Context: an optimization exercise on an open-source flow, tuned for small area. The choices shown serve that exercise and are no tape-out recipe. Only simulation tests tie the RTL to the original design; equivalence was not proved. The flow treats the clock pin as an ideal source, which a real chip does not have. No activity file was given, so power comes from the tool's default toggle rates.

== wip/willow ==
==> flow/design.v <==
module vgaSync(clk, rst, hsync, vsync, video_on, pix_adv, line_adv, pixel_x, pixel_y);
input clk, rst;
output hsync, vsync, video_on, pix_adv, line_adv;
output [9:0] pixel_x, pixel_y;
reg [10:0] hc;
reg [9:0] vc;
wire [11:0] hcy;
wire [10:0] hinc;
assign hcy[0] = 1'b1;
wire [10:0] vcy;
wire [9:0] vinc;
genvar i;
generate
	for (i = 0; i < 11; i = i + 1) begin : h_inc
		assign hinc[i] = hc[i] ^ hcy[i];
		assign hcy[i + 1] = hc[i] & hcy[i];
	end
	for (i = 0; i < 10; i = i + 1) begin : v_inc
		assign vinc[i] = vc[i] ^ vcy[i];
		assign vcy[i + 1] = vc[i] & vcy[i];
	end
endgenerate
assign line_adv = hcy[11];
assign vcy[0] = line_adv;
assign pix_adv = hc[0];
wire h_jump = hc[10] & ~hc[9] & hcy[8];
wire v_jump = ~vc[9] & vc[8] & vc[7] & vc[6] & vcy[5];
always @(posedge clk) begin
	if (rst) begin
		hc <= 11'd0;
		vc <= 10'd0;
	end else begin
		hc <= h_jump ? 11'd1728 : hinc;
		vc <= v_jump ? 10'd979 : vinc;
	end
end
assign hsync = (hc >= 11'd1761) && (hc <= 11'd1952);
wire line_start = (hc == 11'd0);
assign vsync = (vc == 10'd1013) || (!line_start && vc == 10'd1012) || (line_start && vc == 10'd1014);
assign video_on = ~(hc[10] & hc[9]) & ~vc[9];
assign pixel_x = hc[10:1];
assign pixel_y = vc;
endmodule
module pixelGeneration(clk, rst, push, pixel_x, pixel_y, pix_adv, line_adv, video_on, rgb);
input clk, rst;
input [2:0] push;
input [9:0] pixel_x, pixel_y;
input pix_adv, line_adv, video_on;
output [2:0] rgb;
reg [9:0] kx;
reg [8:0] ly;
reg dir_x, dir_y;        
reg [4:0] angle;
reg s0;                  
reg [1:0] quadrant;
reg [11:0] acc;
genvar i;
wire refr_tick = (pixel_y == 10'd980) && (pixel_x == 10'd0);
wire at_right  = ~|kx[9:6] & ~(kx[5] & kx[4] & kx[3]);    
wire at_left   = kx[9] & kx[7] & kx[4];                   
wire at_bottom = ~|ly[8:4];                               
wire at_top    = ly[8] & ly[7] & ly[6] & (ly[4] | ly[3]);  
wire mx = refr_tick & push[0] & ~(dir_x & at_left);
wire my = refr_tick & ~push[0] & push[1];
wire [9:0] dkx = {{7{mx & ~dir_x}}, mx & dir_x, mx & ~dir_x, mx};
wire [8:0] dly = {{6{my & dir_y}}, my & ~dir_y, my & dir_y, my};
wire [10:0] kcy;
wire [9:0] ksum;
wire [9:0] lcy;
wire [8:0] lsum;
assign kcy[0] = 1'b0;
assign lcy[0] = 1'b0;
generate
	for (i = 0; i < 10; i = i + 1) begin : k_add
		assign ksum[i] = kx[i] ^ dkx[i] ^ kcy[i];
		assign kcy[i + 1] = (kx[i] & dkx[i]) | (kx[i] & kcy[i]) | (dkx[i] & kcy[i]);
	end
	for (i = 0; i < 9; i = i + 1) begin : l_add
		assign lsum[i] = ly[i] ^ dly[i] ^ lcy[i];
		assign lcy[i + 1] = (ly[i] & dly[i]) | (ly[i] & lcy[i]) | (dly[i] & lcy[i]);
	end
endgenerate
wire ma = refr_tick & push[2];
wire a_end = s0 ? ~|angle : (angle[4] & angle[2] & angle[1] & angle[0]);
wire ma_step = ma & ~a_end;
wire ma_turn = ma & a_end;
wire [4:0] dang = {{4{ma_step & s0}}, ma_step};
wire [5:0] angcy;
wire [4:0] anginc;
assign angcy[0] = 1'b0;
generate
	for (i = 0; i < 5; i = i + 1) begin : a_add
		assign anginc[i] = angle[i] ^ dang[i] ^ angcy[i];
		assign angcy[i + 1] = (angle[i] & dang[i]) | (angle[i] & angcy[i]) | (dang[i] & angcy[i]);
	end
endgenerate
wire q_step = ma_turn & s0;
always @(posedge clk) begin
	if (rst) begin
		kx <= 10'd352;
		ly <= 9'd240;
		dir_x <= 1'b0;
		dir_y <= 1'b0;
		angle <= 5'd0;
		s0 <= 1'b0;
		quadrant <= 2'd0;
	end else begin
		kx <= ksum;
		ly <= lsum;
		dir_x <= at_right | (dir_x & ~at_left);
		dir_y <= ~at_bottom & (at_top | dir_y);
		angle <= anginc;
		s0 <= s0 ^ ma_turn;
		quadrant <= {quadrant[1] ^ (quadrant[0] & q_step), quadrant[0] ^ q_step};
	end
end
wire [9:0] t, s;
wire [10:0] tcy, scy2;
assign tcy[0] = 1'b0;
assign scy2[0] = 1'b0;
wire [9:0] lyx = {1'b0, ly};
generate
	for (i = 0; i < 10; i = i + 1) begin : t_add
		assign t[i] = pixel_x[i] ^ kx[i] ^ tcy[i];
		assign tcy[i + 1] = (pixel_x[i] & kx[i]) | (pixel_x[i] & tcy[i]) | (kx[i] & tcy[i]);
		assign s[i] = pixel_y[i] ^ lyx[i] ^ scy2[i];
		assign scy2[i + 1] = (pixel_y[i] & lyx[i]) | (pixel_y[i] & scy2[i]) | (lyx[i] & scy2[i]);
	end
endgenerate
wire wt = (t[9:6] == 4'd10);
wire ws = (s[9:6] == 4'd7);
wire [4:0] a = t[5] ? t[4:0] : 5'd0 - t[4:0];
wire [4:0] b = s[5] ? s[4:0] : 5'd0 - s[4:0];
wire in_win = wt & ws & (|t[5:0]) & (|s[5:0]);
wire ball_in, border_in;
circleTest circleTest(.a(a), .b(b), .ball_on(ball_in), .border(border_in));
wire ball_on = in_win & ball_in;
wire border = in_win & border_in;
wire [6:0] tan;
tanLut tanLut(.angle(angle), .tan(tan));
wire u_pos = ~(quadrant[0] ^ quadrant[1]);    
wire v_pos = quadrant[1];                     
wire ok_u = u_pos ? t[5] : (~t[5] | ~|t[4:0]);
wire ok_v = v_pos ? s[5] : (~s[5] | ~|s[4:0]);
wire xmode = ~(quadrant[0] ^ s0);             
wire d_pos = xmode ? u_pos : v_pos;
wire d_win = xmode ? wt : ws;
wire d_hi = xmode ? t[5] : s[5];
wire d_en = xmode ? pix_adv : line_adv;
wire d_step = d_win & (~d_pos | d_hi);
wire d_add = d_en & d_step;
wire d_load = d_en & ~d_step;
wire [6:0] dtan = tan & {7{d_add}};
wire [12:0] acy;
wire [11:0] asum;
assign acy[0] = 1'b0;
generate
	for (i = 0; i < 12; i = i + 1) begin : acc_add
		if (i < 7) begin : full
			assign asum[i] = acc[i] ^ dtan[i] ^ acy[i];
			assign acy[i + 1] = (acc[i] & dtan[i]) | (acc[i] & acy[i]) | (dtan[i] & acy[i]);
		end else begin : half
			assign asum[i] = acc[i] ^ acy[i];
			assign acy[i + 1] = acc[i] & acy[i];
		end
	end
endgenerate
wire [11:0] d_hold = d_pos ? 12'd0 : {~tan, 5'b11111};
always @(posedge clk)
	acc <= d_load ? d_hold : asum;
wire [4:0] r = xmode ? b : a;
wire [4:0] rn = r ^ {5{d_pos}};               
wire [5:0] ncy;
wire [4:0] diff;
assign ncy[0] = 1'b1;
generate
	for (i = 0; i < 5; i = i + 1) begin : n_sub
		assign diff[i] = acc[7 + i] ^ rn[i] ^ ncy[i];
		assign ncy[i + 1] = (acc[7 + i] & rn[i]) | (acc[7 + i] & ncy[i]) | (rn[i] & ncy[i]);
	end
endgenerate
wire near = ~|diff[4:1] | (&diff);
wire handle_on = border & ok_u & ok_v & near;
assign rgb = video_on ? (handle_on ? 3'b000 : (ball_on ? 3'b011 : 3'b110)) : 3'b000;
endmodule
module circleTest(a, b, ball_on, border);
input [4:0] a, b;
output ball_on, border;
function [1023:0] disc;
	input integer rr;
	integer i;
	begin
		for (i = 0; i < 1024; i = i + 1)
			disc[i] = ((i / 32) * (i / 32) + (i % 32) * (i % 32)) < rr;
	end
endfunction
localparam [1023:0] BALL = disc(16 * 16);
localparam [1023:0] BORDER = disc(27 * 27);
assign ball_on = BALL[{a, b}];
assign border = BORDER[{a, b}];
endmodule
module tanLut(angle, tan);
input [4:0] angle;
output [6:0] tan;
localparam [223:0] TAN = {
	7'd63,  7'd58,  7'd53,  7'd49,  7'd45,  7'd40,  7'd36,  7'd33,
	7'd100, 7'd100, 7'd97,  7'd90,  7'd84,  7'd78,  7'd73,  7'd67,
	7'd63,  7'd58,  7'd53,  7'd49,  7'd45,  7'd40,  7'd36,  7'd33,
	7'd29,  7'd25,  7'd21,  7'd18,  7'd14,  7'd11,  7'd7,   7'd4};
assign tan = TAN[angle * 7 +: 7];
endmodule
module project_top_milestone_3(clk, rst, push, hsync, vsync, rgb);
input clk, rst;
input [2:0] push;
output hsync, vsync;
output [2:0] rgb;
wire video_on, pix_adv, line_adv;
wire [9:0] pixel_x, pixel_y;
vgaSync vgaSync(.clk(clk), .rst(rst), .hsync(hsync), .vsync(vsync), .video_on(video_on),
                .pix_adv(pix_adv), .line_adv(line_adv), .pixel_x(pixel_x), .pixel_y(pixel_y));
pixelGeneration pixelGeneration(.clk(clk), .rst(rst), .push(push), .pixel_x(pixel_x),
                .pixel_y(pixel_y), .pix_adv(pix_adv), .line_adv(line_adv), .video_on(video_on),
                .rgb(rgb));
endmodule
Settings: LEC_CHECK=0, CAP_MARGIN=20, CORE_MARGIN=2, CORE_UTILIZATION=40, CTS_BUF_LIST=sky130_fd_sc_hd__clkbuf_4, SLEW_MARGIN=20; clock period 20.0 ns.
standard.sh (not shown) runs the stock make flow with config.mk's settings and CLKGATE_MAP_FILE= SYNTH_SCRIPT=/design/flow/synth_recipe.tcl, a recipe that flattens the netlist after the stock synthesis.
==> flow/flow/run.sh <==
#!/bin/bash
# Layout flow: the standard flow (standard.sh), with three changes:
#  - after the standard synthesis, the combinational logic is re-mapped by ABC
#    with an area-oriented script (flip-flops, adders and tie cells are kept as
#    synthesized), and the result is proven equivalent to the standard netlist;
#  - the port buffers are buf_1 cells;
#  - clock tree synthesis uses clkbuf_4 buffers and inserts no dummy loads; clock
#    buffers whose sinks see a slow clock edge are then upsized to clkbuf_8.
# Each tool's output goes to a log file of its own in this folder.
set -euo pipefail
HERE=$(cd "$(dirname "$0")" && pwd)
WD=$(pwd)
LIB=$FLOW_HOME/platforms/$FLOW_PLATFORM/lib/sky130_fd_sc_hd__tt_025C_1v80.lib
RES=$WD/orfs/results/$FLOW_PLATFORM/project_top_milestone_3/base

bash standard.sh synth > "$WD/1_synth_standard.log" 2>&1
cp "$RES/1_2_yosys.v" "$WD/synth_standard.v"

bash "$HERE/reopt.sh" "$WD/synth_standard.v" "$WD/synth_reopt.v" "$LIB" "$WD/reopt" > "$WD/2_reopt.log" 2>&1
(cd "$WD/reopt" && bash "$HERE/equiv.sh" "$WD/synth_standard.v" "$WD/synth_reopt.v" "$LIB") > "$WD/3_equiv.log" 2>&1

cp "$WD/synth_reopt.v" "$RES/1_2_yosys.v"
rm -f "$RES/1_synth.odb" "$RES/1_synth.sdc"

export BUFFER_PORTS_ARGS="-buffer_cell sky130_fd_sc_hd__buf_1"
export POST_CTS_TCL="$HERE/post_cts.tcl"
export CTS_ARGS="-sink_clustering_enable -repair_clock_nets -buf_list sky130_fd_sc_hd__clkbuf_4 -dont_use_dummy_load"
bash standard.sh finish > "$WD/4_layout.log" 2>&1
==> flow/flow/post_cts.tcl <==
# Upsize clock buffers whose sinks see a slow clock edge, then re-legalize.
estimate_parasitics -placement
set changed 0
foreach inst [get_cells -hierarchical clkbuf_*] {
  set name [get_full_name $inst]
  set ref [get_property $inst ref_name]
  if { $ref != "sky130_fd_sc_hd__clkbuf_4" } { continue }
  set worst 0
  foreach pin [get_pins -of_objects [get_nets -of_objects [get_pins $name/X]]] {
    if { [get_property $pin direction] == "input" } {
      set s [get_property $pin slew_max]
      if { $s > $worst } { set worst $s }
    }
  }
  if { $worst > 0.095 } {
    puts "upsizing $name (worst sink slew $worst)"
    replace_cell $name sky130_fd_sc_hd__clkbuf_8
    incr changed
  }
}
if { $changed > 0 } {
  detailed_placement
  check_placement -verbose
  estimate_parasitics -placement
}
Other scripts of this flow, unchanged in this note and not shown: flow/flow/equiv.sh, flow/flow/gen_cells.py, flow/flow/reopt.abc, flow/flow/reopt.sh
wip/willow went all the way through the flow, and no timing, DRC or antenna check failed.
Setup changes, wip/willow to wip/xenon
Settings: changing CORE_UTILIZATION from 40 to 75.
Notes after the runs:
- Compared wip/willow against wip/xenon; combinational share of power within noise.
- In wip/xenon, clock skew is higher than in wip/willow.
- Achievable frequency: wip/xenon vs wip/willow, no meaningful difference
- Power went up slightly going from wip/willow to wip/xenon.
- Routed metal-1 wire length of wip/xenon falls short of that of wip/willow by a few percent.
- Min total length of routed met3 wires across wip/xenon and wip/willow: wip/willow
- The lower utilization of wip/xenon and wip/willow is in wip/willow.
For wip/onyx, these inputs were changed with respect to wip/xenon:
Settings: CORE_UTILIZATION changed from 75 to 40.
diff --git a/flow/flow/run.sh b/flow/flow/run.sh
--- a/flow/flow/run.sh
+++ b/flow/flow/run.sh
@@ -6,4 +6,3 @@
 #  - the port buffers are buf_1 cells;
-#  - clock tree synthesis uses clkbuf_4 buffers and inserts no dummy loads; clock
-#    buffers whose sinks see a slow clock edge are then upsized to clkbuf_8.
+#  - clock tree synthesis uses clkbuf_4 buffers and inserts no dummy loads.
 # Each tool's output goes to a log file of its own in this folder.
@@ -25,3 +24,2 @@
 export BUFFER_PORTS_ARGS="-buffer_cell sky130_fd_sc_hd__buf_1"
-export POST_CTS_TCL="$HERE/post_cts.tcl"
 export CTS_ARGS="-sink_clustering_enable -repair_clock_nets -buf_list sky130_fd_sc_hd__clkbuf_4 -dont_use_dummy_load"
removed: flow/flow/post_cts.tcl
Results
Every stage of the flow completed for wip/onyx, and the final layout passed the timing, design-rule and antenna checks.
Delta (wip/onyx minus wip/xenon): headroom to the max-slew limit went down 4.0 points; area of the die now sits higher; proportion of power drawn by the clock network shrank by 2.8 points; first-pass GRT wire length saw a decrease; utilization fell 39 points.
From wip/xenon to wip/onyx the numbers moved as follows: wire length after detailed routing decreased about 8%; non-clock buffer instance count of the final layout essentially unchanged.
The total power reported for wip/onyx is smaller than that of wip/xenon by about 4.3%.

## what the ideal ports hide
The results above use ideal ports. As a check the final layouts listed here were re-extracted and re-timed, cells and wires unchanged.
Step 1: set_driving_cell puts a clkbuf_16 on clk and a buf_2 on each other input, an assumption about the parent block.
Step 2 also shifts input and output timing later by t, the mid clock arrival at the registers, as if the neighbouring blocks saw the same clock.
Slacks: ideal ports / drivers / drivers and shift; pairs: ideal ports / drivers.
| run | t (ns) | setup slack, ns | latest minus earliest clock arrival (ns) | worst data-port slew with drivers (ns) |
|---|---|---|---|---|
| wip/willow | 0.366 | 8.883 / 8.852 / 9.218 | 0.020 / 0.020 | 0.03 |
| wip/xenon | 0.366 | 8.911 / 8.880 / 9.246 | 0.036 / 0.036 | 0.03 |
| wip/onyx | 0.433 | 8.845 / 8.813 / 9.247 | 0.040 / 0.041 | 0.03 |
After both steps setup and hold are still met in every run listed.
